Source: an optimization exercise on an open RTL-to-GDS flow (aim: small area). Production flows keep margins and buffers that such runs may drop.
RTL that was checked went through simulation tests only; none was proved equivalent to the original.
Power is estimated from default activity; no workload was simulated.

==> flow/design.v <==
module tt_um_enieman (
    input  wire [7:0] ui_in,
    output wire [7:0] uo_out,
    input  wire [7:0] uio_in,
    output wire [7:0] uio_out,
    output wire [7:0] uio_oe,
    input  wire       ena,
    input  wire       clk,
    input  wire       rst_n
);
   wire rst = ~rst_n | ui_in[7];
   wire rx  = ui_in[2];
   integer i;
   reg [2:0] ph;
   always @(posedge clk) ph <= rst ? 3'd0 : ph + 3'd1;
   reg        prog;      
   reg        cal;       
   reg        act;       
   reg        txm;       
   reg        rxp;       
   reg        txo;       
   reg [3:0]  bitidx;    
   reg [11:0] cnt;       
   reg [11:0] pm1;       
   reg [8:0]  wptr;      
   reg [3:0]  tsr;       
   wire fall    = rxp & ~rx;
   wire meas    = cal & (bitidx == 4'd0);
   wire wrap    = act & (meas ? rx : (cnt == pm1));
   wire databit = (bitidx != 4'd0) & (bitidx != 4'd9);
   wire endrx   = act & ~txm & (bitidx == 4'd9);
   wire early   = (cnt[11:3] == 9'd0);
   wire iwr = act & ~txm & prog & ~cal & databit & early & (wptr[1:0] == 2'd3) &
              (ph == wptr[4:2]);
   wire [3:0] dmd;       
   always @(posedge clk) begin
      rxp <= rx;
      cnt <= (~act | wrap | endrx) ? 12'd0 : cnt + 12'd1;
      if (rst) begin
         prog <= 1'b1;
         cal  <= 1'b1;
         act  <= 1'b0;
         txm  <= 1'b0;
         txo  <= 1'b1;
         wptr <= 9'd0;
      end else if (~act) begin
         if (fall) begin
            act    <= 1'b1;
            bitidx <= 4'd0;
         end
      end else if (~txm) begin
         if (wrap) begin
            bitidx <= bitidx + 4'd1;
            if (meas) pm1 <= cnt;
            if (databit & prog & ~cal) wptr <= wptr + 9'd1;
         end
         if (bitidx == 4'd9) begin
            cal <= 1'b0;
            if (prog) begin
               if (~cal && wptr == 9'd0) prog <= 1'b0;
               act <= 1'b0;
            end else begin
               txm    <= 1'b1;
               bitidx <= 4'd0;
               txo    <= 1'b0;
            end
         end
      end else begin
         if (wrap) begin
            bitidx <= bitidx + 4'd1;
            if (databit) wptr <= wptr + 9'd1;
            if (bitidx == 4'd9) begin
               if (wptr[6:0] == 7'd0) begin
                  act <= 1'b0;
                  txm <= 1'b0;
                  txo <= 1'b1;
               end else begin
                  bitidx <= 4'd0;
                  txo    <= 1'b0;
               end
            end else if (bitidx == 4'd8) begin
               txo <= 1'b1;
            end else begin
               txo <= tsr[0];
            end
         end
      end
   end
   always @(posedge clk) begin
      if (wrap)
         tsr <= {rx, tsr[3:1]};
      else if (txm & (((bitidx == 4'd0) & (ph == {wptr[4:3], 1'b0})) |
                      ((bitidx == 4'd4) & (ph == {wptr[4:3], 1'b1}))))
         tsr <= dmd;
   end
   assign uo_out  = {rst, prog | rst, ~rx, ~txo, 1'b0, txo, 2'b00};
   assign uio_out = 8'h00;
   assign uio_oe  = 8'h00;
   reg [511:0] imv;      
   reg [479:0] rfv;      
   reg [127:0] dmv;      
   reg [31:0]  tv;       
   reg        pass;      
   reg [3:0]  pc;        
   reg [31:2] ir;
   reg        c;         
   reg        eqf;       
   reg [3:0]  maddr;     
   reg [3:0]  rd_s;      
   reg        pend;      
   reg        dslt;      
   reg        ltf;       
   reg        sleft;     
   reg        fill;      
   reg [4:0]  shamt;
   wire init = prog;
   wire exec = pass;
   wire [4:0] op = ir[6:2];
   wire [2:0] f3 = ir[14:12];
   wire is_alu    = ~op[4] & op[2] & ~op[0];             
   wire is_op     = is_alu & op[3];
   wire is_u      = ~op[4] & op[2] & op[0];              
   wire is_lui    = is_u & op[3];
   wire is_load   = ~op[4] & ~op[2] & ~op[3];
   wire is_store  = ~op[4] & ~op[2] & op[3];
   wire is_branch = op[4] & ~op[0];
   wire is_jalr   = op[4] & op[0] & ~op[1];
   wire is_jal    = op[4] & op[1];
   wire is_jump   = op[4] & op[0];
   wire is_shift  = is_alu & ~f3[1] & f3[0];
   wire is_slt    = is_alu & ~f3[2] & f3[1];
   wire is_logic  = is_alu & f3[2] & ~(~f3[1] & f3[0]);
   wire is_sub    = is_op & (f3 == 3'd0) & ir[30];
   wire inv       = is_sub | is_slt | is_branch;
   wire [31:0] imm =
      is_u     ? {ir[31:12], 12'h000} :
      is_store ? {{20{ir[31]}}, ir[31:25], ir[11:7]} :
                 {{20{ir[31]}}, ir[31:20]};
   wire [3:0] immd = imm[4*ph +: 4];
   wire [63:0] rfh;
   genvar g;
   generate
      for (g = 1; g < 16; g = g + 1) begin : g_rfh
         assign rfh[4*g +: 4] = rfv[32*(g-1) +: 4];
      end
   endgenerate
   assign rfh[3:0] = 4'd0;
   wire [3:0] a_rf = rfh[4*ir[18:15] +: 4];
   wire [3:0] b_rf = rfh[4*ir[23:20] +: 4];
   wire [3:0] pcd = (ph == 3'd0) ? {pc[1:0], 2'b00} :
                    (ph == 3'd1) ? {2'b00, pc[3:2]} : 4'd0;
   wire [3:0] A = is_u ? (is_lui ? 4'd0 : pcd) : a_rf;
   wire [3:0] B = (is_op | is_branch) ? b_rf : immd;
   wire [4:0] sum = A + (B ^ {4{inv}}) + ((ph == 3'd0) ? inv : c);
   wire eq  = (A == B) & ((ph == 3'd0) | eqf);
   wire ltu = ~sum[4];
   wire lts = (A[3] ^ B[3]) ? A[3] : sum[3];
   wire cond  = f3[2] ? (f3[1] ? ltu : lts) : eq;
   wire taken = cond ^ f3[0];
   wire [1:0] dsel = txm ? wptr[6:5] : ((ph == 3'd0) ? sum[3:2] : maddr[1:0]);
   wire [15:0] dmh = {dmv[96 +: 4], dmv[64 +: 4], dmv[32 +: 4], dmv[0 +: 4]};
   assign dmd = dmh[4*dsel +: 4];
   wire [4:0] pc1 = {1'b0, pc} + 5'd1;
   wire [3:0] lnk = (ph == 3'd0) ? {pc1[1:0], 2'b00} :
                    (ph == 3'd1) ? {1'b0, pc1[4:2]} : 4'd0;
   wire [3:0] lgc = f3[1] ? (f3[0] ? (A & B) : (A | B)) : (A ^ B);
   wire [3:0] eres = is_jump  ? lnk :
                     is_load  ? dmd :
                     is_logic ? lgc : sum[3:0];
   wire ewen = is_jump | is_load | is_u | (is_alu & ~is_shift & ~is_slt);
   wire [4:0] rr = sleft ? (5'd0 - shamt) : shamt;
   wire [63:0] tt = {tv, tv};
   wire [7:0] twin = tt[4*rr[4:2] +: 8];
   wire [3:0] sraw = twin[rr[1:0] +: 4];
   wire [5:0] th = sleft ? {1'b0, shamt} : (6'd32 - {1'b0, shamt});
   reg  [3:0] sres;
   always @* begin
      for (i = 0; i < 4; i = i + 1)
         sres[i] = ((({1'b0, ph, 2'b00} + i) >= th) ^ ~sleft) ? sraw[i] : fill;
   end
   wire [3:0] fres = dslt ? ((ph == 3'd0) ? {3'b000, ltf} : 4'd0) : sres;
   wire [3:0] wdata = exec ? eres : fres;
   wire       wact  = exec ? ewen : pend;
   wire [3:0] wd1 = init ? {4{ph == 3'd0}} : wdata;    
   wire [3:0] wd0 = init ? 4'd0 : wdata;               
   always @(posedge clk) begin
      for (i = 1; i < 16; i = i + 1) begin
         rfv[32*(i-1) +: 28] <= rfv[32*(i-1) + 4 +: 28];
         if (init | (wact & (rd_s == i)))
            rfv[32*(i-1) + 28 +: 4] <= {i[3] ? wd1[3] : wd0[3], i[2] ? wd1[2] : wd0[2],
                                        i[1] ? wd1[1] : wd0[1], i[0] ? wd1[0] : wd0[0]};
         else
            rfv[32*(i-1) + 28 +: 4] <= rfv[32*(i-1) +: 4];
      end
   end
   wire [3:0] dwd = init ? 4'd0 : b_rf;
   always @(posedge clk) begin
      for (i = 0; i < 4; i = i + 1) begin
         dmv[32*i +: 28] <= dmv[32*i + 4 +: 28];
         if (init | (exec & is_store & (dsel == i)))
            dmv[32*i + 28 +: 4] <= dwd;
         else
            dmv[32*i + 28 +: 4] <= dmv[32*i +: 4];
      end
   end
   always @(posedge clk) begin
      for (i = 0; i < 16; i = i + 1) begin
         imv[32*i +: 28] <= imv[32*i + 4 +: 28];
         if (iwr && wptr[8:5] == i)
            imv[32*i + 28 +: 4] <= tsr;
         else
            imv[32*i + 28 +: 4] <= imv[32*i +: 4];
      end
   end
   always @(posedge clk) tv <= {exec ? A : tv[3:0], tv[31:4]};
   wire [63:0] imh;
   generate
      for (g = 0; g < 16; g = g + 1) begin : g_imh
         assign imh[4*g +: 4] = imv[32*g +: 4];
      end
   endgenerate
   wire [3:0] imd = imh[4*pc +: 4];
   always @(posedge clk) begin
      if (~exec) begin
         case (ph)
            3'd0: ir[3:2]   <= imd[3:2];
            3'd1: ir[7:4]   <= imd;
            3'd2: ir[11:8]  <= imd;
            3'd3: ir[15:12] <= imd;
            3'd4: ir[19:16] <= imd;
            3'd5: ir[23:20] <= imd;
            3'd6: ir[27:24] <= imd;
            3'd7: ir[31:28] <= imd;
         endcase
      end
   end
   wire [3:0] imm52 = is_jal ? ir[25:22] : {ir[25], ir[11:9]};
   wire [3:0] npc = is_jalr ? maddr :
                    (is_jal | (is_branch & taken)) ? pc + imm52 : pc1[3:0];
   always @(posedge clk) begin
      if (rst | prog) begin
         pass <= 1'b0;
         pc   <= 4'd0;
         pend <= 1'b0;
      end else if (ph == 3'd7) begin
         pass <= ~pass;
         if (exec) begin
            pc   <= npc;
            pend <= is_shift | is_slt;
         end
      end
   end
   always @(posedge clk) begin
      c   <= sum[4];
      eqf <= eq;
      if (exec) begin
         if (ph == 3'd0) begin
            maddr[1:0] <= sum[3:2];
            shamt[3:0] <= B;
         end
         if (ph == 3'd1) begin
            maddr[3:2] <= sum[1:0];
            shamt[4]   <= B[0];
         end
         if (ph == 3'd7) begin
            dslt  <= is_slt;
            ltf   <= f3[0] ? ltu : lts;
            sleft <= ~f3[2];
            fill  <= ir[30] & f3[2] & A[3];
         end
      end else if (ph == 3'd7) begin
         rd_s <= ir[10:7];
      end
   end
endmodule
Settings: LEC_CHECK=0, CAP_MARGIN=20, CORE_MARGIN=2, CORE_UTILIZATION=50, CTS_BUF_LIST=sky130_fd_sc_hd__clkbuf_8, CTS_CLUSTER_DIAMETER=60, CTS_CLUSTER_SIZE=18, SLEW_MARGIN=20; clock period 20.0 ns.
run.sh (not shown) runs the stock make flow with config.mk's settings and CLKGATE_MAP_FILE= SYNTH_SCRIPT=/design/flow/synth_recipe.tcl, a recipe that flattens the netlist after the stock synthesis.
==> next run, changes <==
--- a/flow/design.v
+++ b/flow/design.v
@@ -23,14 +23,13 @@
    reg [11:0] cnt;       
    reg [11:0] pm1;       
-   reg [8:0]  wptr;      
+   reg [5:0]  bcnt;      
    reg [3:0]  tsr;       
    wire fall    = rxp & ~rx;
    wire meas    = cal & (bitidx == 4'd0);
    wire wrap    = act & (meas ? rx : (cnt == pm1));
-   wire databit = (bitidx != 4'd0) & (bitidx != 4'd9);
    wire endrx   = act & ~txm & (bitidx == 4'd9);
    wire early   = (cnt[11:3] == 9'd0);
-   wire iwr = act & ~txm & prog & ~cal & databit & early & (wptr[1:0] == 2'd3) &
-              (ph == wptr[4:2]);
+   wire iwr = act & ~txm & prog & ~cal & early & ((bitidx == 4'd4) | (bitidx == 4'd8)) &
+              (ph == {bcnt[1:0], bitidx[3]});
    wire [3:0] dmd;       
    always @(posedge clk) begin
@@ -43,5 +42,5 @@
          txm  <= 1'b0;
          txo  <= 1'b1;
-         wptr <= 9'd0;
+         bcnt <= 6'd0;
       end else if (~act) begin
          if (fall) begin
@@ -53,10 +52,10 @@
             bitidx <= bitidx + 4'd1;
             if (meas) pm1 <= cnt;
-            if (databit & prog & ~cal) wptr <= wptr + 9'd1;
+            if ((bitidx == 4'd8) & prog & ~cal) bcnt <= bcnt + 6'd1;
          end
          if (bitidx == 4'd9) begin
             cal <= 1'b0;
             if (prog) begin
-               if (~cal && wptr == 9'd0) prog <= 1'b0;
+               if (~cal && bcnt == 6'd0) prog <= 1'b0;
                act <= 1'b0;
             end else begin
@@ -69,7 +68,7 @@
          if (wrap) begin
             bitidx <= bitidx + 4'd1;
-            if (databit) wptr <= wptr + 9'd1;
+            if (bitidx == 4'd8) bcnt <= bcnt + 6'd1;
             if (bitidx == 4'd9) begin
-               if (wptr[6:0] == 7'd0) begin
+               if (bcnt[3:0] == 4'd0) begin
                   act <= 1'b0;
                   txm <= 1'b0;
@@ -90,6 +89,6 @@
       if (wrap)
          tsr <= {rx, tsr[3:1]};
-      else if (txm & (((bitidx == 4'd0) & (ph == {wptr[4:3], 1'b0})) |
-                      ((bitidx == 4'd4) & (ph == {wptr[4:3], 1'b1}))))
+      else if (txm & (((bitidx == 4'd0) & (ph == {bcnt[1:0], 1'b0})) |
+                      ((bitidx == 4'd4) & (ph == {bcnt[1:0], 1'b1}))))
          tsr <= dmd;
    end
@@ -158,5 +157,5 @@
    wire cond  = f3[2] ? (f3[1] ? ltu : lts) : eq;
    wire taken = cond ^ f3[0];
-   wire [1:0] dsel = txm ? wptr[6:5] : ((ph == 3'd0) ? sum[3:2] : maddr[1:0]);
+   wire [1:0] dsel = txm ? bcnt[3:2] : ((ph == 3'd0) ? sum[3:2] : maddr[1:0]);
    wire [15:0] dmh = {dmv[96 +: 4], dmv[64 +: 4], dmv[32 +: 4], dmv[0 +: 4]};
    assign dmd = dmh[4*dsel +: 4];
@@ -207,5 +206,5 @@
       for (i = 0; i < 16; i = i + 1) begin
          imv[32*i +: 28] <= imv[32*i + 4 +: 28];
-         if (iwr && wptr[8:5] == i)
+         if (iwr && bcnt[5:2] == i)
             imv[32*i + 28 +: 4] <= tsr;
          else
Result:
- The changed run finished with timing, DRC and antenna clean
- synthesized cell count goes down by 2.1%
- combinational power is lower by 12%
- routed wire length fell by 2.9%
- core utilization is about the same
- worst hold slack is worse by 0.012 ns
- critical path depth came out lower by 1
- sequential share of layout area came out higher by 0.21 points
- clock-buffer cell count went down by 2
- first-iteration DRC count drops by 30%
- power climbs by 0.32%
For the first run of this note, only the layout was checked, not whether the RTL still works.

==> separate check: timing with driven ports <==
Ports are ideal in the flow. The routed layouts listed here were re-timed in OpenROAD.
Step 1 assumes that a clkbuf_16 drives the clock port and a buf_2 every other input.
Step 2 also shifts input and output timing later by t, the mid clock arrival at the registers, as if the neighbouring blocks saw the same clock.
Three values: ideal, step 1, step 2; two values: the first two.
| run | shift t [ns] | setup slack, ns | worst register clock-pin slew, ns | worst slew at a driven data input, ns |
|---|---|---|---|---|
| the first run | 0.744 | 9.732 / 9.711 / 9.711 | 0.11 / 0.11 | 0.04 |
| the second run | 0.740 | 9.944 / 9.919 / 9.919 | 0.11 / 0.11 | 0.03 |
After both steps every run listed still meets setup and hold. For the second run, which loses most, drivers alone change the setup slack by -0.025 ns; drivers and shift together by -0.025 ns.
